What follows belongs to an exercise in optimizing a design on an open flow for small area, a short achievable clock period and few clock cycles per item; a production flow would make more cautious choices.
Where RTL was checked, it was by simulation tests only, not by an equivalence proof against the original.

==> flow/design.v (excerpt) <==
module logarithm #(
	parameter n = 16,
	parameter m = 24,
	parameter k = 5 ,
	parameter p = 24
) (
	input        clk  ,  
	input        reset,  
	input        start,
	input  [0:n] x    ,
	output [1:p] y    ,
	output       done
);
For scale: roughly 1,100 cells after synthesis, about 49 flip-flops, roughly 0.010 mm² of cells after synthesis.
make LEC_CHECK=0 CAP_MARGIN=20 CORE_MARGIN=2 CORE_UTILIZATION=40 SETUP_SLACK_MARGIN=0 SLEW_MARGIN=20 SYNTH_HIERARCHICAL=1 SYNTH_MINIMUM_KEEP_SIZE=0 finish   # period 9.0 ns
run.sh (not shown) runs the stock make flow with config.mk's settings and CLKGATE_MAP_FILE= SYNTH_SCRIPT=/design/flow/synth_recipe.tcl, a recipe that flattens the netlist after the stock synthesis.
Edit:
- SETUP_SLACK_MARGIN: 0 -> 2.5
Effect: Clock skew barely changes. Hold slack barely changes. Non-clock buffer count increases by 1. Count of clock-buffer cells in the layout is unchanged.
No functional check of the RTL was part of any run of this note.


Starting RTL as in the previous note.
make LEC_CHECK=0 CAP_MARGIN=20 CORE_MARGIN=2 CORE_UTILIZATION=40 SETUP_SLACK_MARGIN=3.5 SLEW_MARGIN=20 SYNTH_HIERARCHICAL=1 SYNTH_MINIMUM_KEEP_SIZE=0 finish   # period 9.0 ns
The first run completed with no timing, DRC or antenna violations.
Edit:
SETUP_SLACK_MARGIN = 4.5   (was 3.5)
Effect: Critical path depth came out higher by 2. Wire length came out higher by 3.4%. Fmax came out lower by 0.46%. Worst setup slack gets worse by 0.025 ns. Final cell count came out higher by 0.39%. Via count came out higher by 1.3%. Area after synthesis stays the same.
Function was not checked in any run of this note: the RTL went through the layout flow alone.


== amber ==
logarithm, a different RTL version from the one above (not shown whole).
For scale: roughly 1300 cells after synthesis, about 46 flip-flops.
Settings: LEC_CHECK=0, CAP_MARGIN=20, CORE_MARGIN=2, CORE_UTILIZATION=40, CTS_BUF_LIST=sky130_fd_sc_hd__clkbuf_4 sky130_fd_sc_hd__clkbuf_8, SETUP_SLACK_MARGIN=4.0, SLEW_MARGIN=60, SYNTH_HIERARCHICAL=1, SYNTH_MINIMUM_KEEP_SIZE=0; clock period 9.0 ns.
standard.sh (not shown) runs the stock make flow with config.mk's settings and CLKGATE_MAP_FILE= SYNTH_SCRIPT=/design/flow/synth_recipe.tcl, a recipe that flattens the netlist after the stock synthesis.
==> flow/flow/run.sh <==
#!/bin/bash
# Standard layout, with the smallest buffer on the ports instead of the
# delay buffer that buffer_ports picks by default.
set -e
export BUFFER_PORTS_ARGS="-buffer_cell sky130_fd_sc_hd__buf_1"
bash standard.sh finish > standard_flow.log 2>&1
Testbench counts of amber, summed over its fixed seeds: cycles 36,800, items 1,600.
diff inputs: amber => fjord
# amber
export LEC_CHECK = 0
export CAP_MARGIN = 20
export CORE_MARGIN = 2
export CORE_UTILIZATION = 40
export CTS_BUF_LIST = sky130_fd_sc_hd__clkbuf_4 sky130_fd_sc_hd__clkbuf_8
export SETUP_SLACK_MARGIN = 4.0
export SLEW_MARGIN = 60
export SYNTH_HIERARCHICAL = 1
export SYNTH_MINIMUM_KEEP_SIZE = 0
create_clock -name core_clock -period 9.0 [get_ports {clk}]
# fjord
export LEC_CHECK = 0
export CAP_MARGIN = 50
export CORE_MARGIN = 2
export CORE_UTILIZATION = 40
export CTS_BUF_LIST = sky130_fd_sc_hd__clkbuf_4 sky130_fd_sc_hd__clkbuf_8
export SETUP_SLACK_MARGIN = 4.0
export SLEW_MARGIN = 60
export SYNTH_HIERARCHICAL = 1
export SYNTH_MINIMUM_KEEP_SIZE = 0
create_clock -name core_clock -period 9.0 [get_ports {clk}]
Setup slack after layout across fjord and amber: no real change.
As far as via count of the first global-routing pass goes, amber and fjord are indistinguishable; the numbers are identical.
Diff fjord..amber | total area of sequential cells | unchanged


Starting RTL as in the previous note.
export LEC_CHECK = 0
export CAP_MARGIN = 20
export CORE_MARGIN = 2
export CORE_UTILIZATION = 40
export CTS_BUF_LIST = sky130_fd_sc_hd__clkbuf_8 sky130_fd_sc_hd__clkbuf_16
export SETUP_SLACK_MARGIN = 4.0
export SLEW_MARGIN = 60
export SYNTH_HIERARCHICAL = 1
export SYNTH_MINIMUM_KEEP_SIZE = 0
create_clock -name core_clock -period 9.0 [get_ports {clk}]
Scripts as last shown in full above: flow/flow/run.sh
The starting point finished clean.
Testbench counts at the start, summed over its fixed seeds: cycles 36,800, items 1,600.
Change:
Settings changed: CTS_BUF_LIST sky130_fd_sc_hd__clkbuf_8 sky130_fd_sc_hd__clkbuf_16 to sky130_fd_sc_hd__clkbuf_4 sky130_fd_sc_hd__clkbuf_8, SETUP_SLACK_MARGIN 4.0 to 3.8.
What happened:
- via count goes down by 1.2%
- setup slack gets worse by 0.16 ns
- first-iteration DRC count came out lower by 11%
- fmax shrinks by 3.3%

separate check: timing with driven ports:
Ports are ideal in the flow. The routed layouts listed here were re-timed in OpenROAD.
Step 1 sets driving cells, clkbuf_16 on the clock port and buf_2 on the other inputs (assumed; they add their load-dependent delay and slew).
Step 2, shift: input delay + t, output delay - t, t = (earliest + latest rising clock arrival at the registers) / 2. This alone moves slack from input paths to output paths.
Slacks: no drivers / after step 1 / after step 2; pairs: no drivers / after step 1.
| run | t, ns | setup slack, ns | clock arrival spread, ns | worst data-port slew with drivers (ns) | cell pins on the clock port's net |
|---|---|---|---|---|---|
| the first run of note 1 | 0.329 | 2.696 / 2.696 / 2.696 | 0.010 / 0.011 | 0.04 | 1 |
| the second run of note 1 | 0.328 | 2.760 / 2.760 / 2.760 | 0.011 / 0.011 | 0.04 | 1 |
| the first run of note 2 | 0.333 | 3.535 / 3.535 / 3.535 | 0.010 / 0.010 | 0.05 | 1 |
| the second run of note 2 | 0.322 | 3.510 / 3.510 / 3.510 | 0.009 / 0.008 | 0.05 | 1 |
| amber | 0.345 | 4.242 / 4.242 / 4.242 | 0.016 / 0.017 | 0.05 | 1 |
| fjord | 0.345 | 4.242 / 4.242 / 4.242 | 0.016 / 0.017 | 0.05 | 1 |
| the first run of note 4 | 0.343 | 4.236 / 4.236 / 4.236 | 0.008 / 0.008 | 0.05 | 1 |
| the second run of note 4 | 0.344 | 4.076 / 4.076 / 4.076 | 0.014 / 0.014 | 0.05 | 1 |
After both steps setup and hold are still met in every run listed.
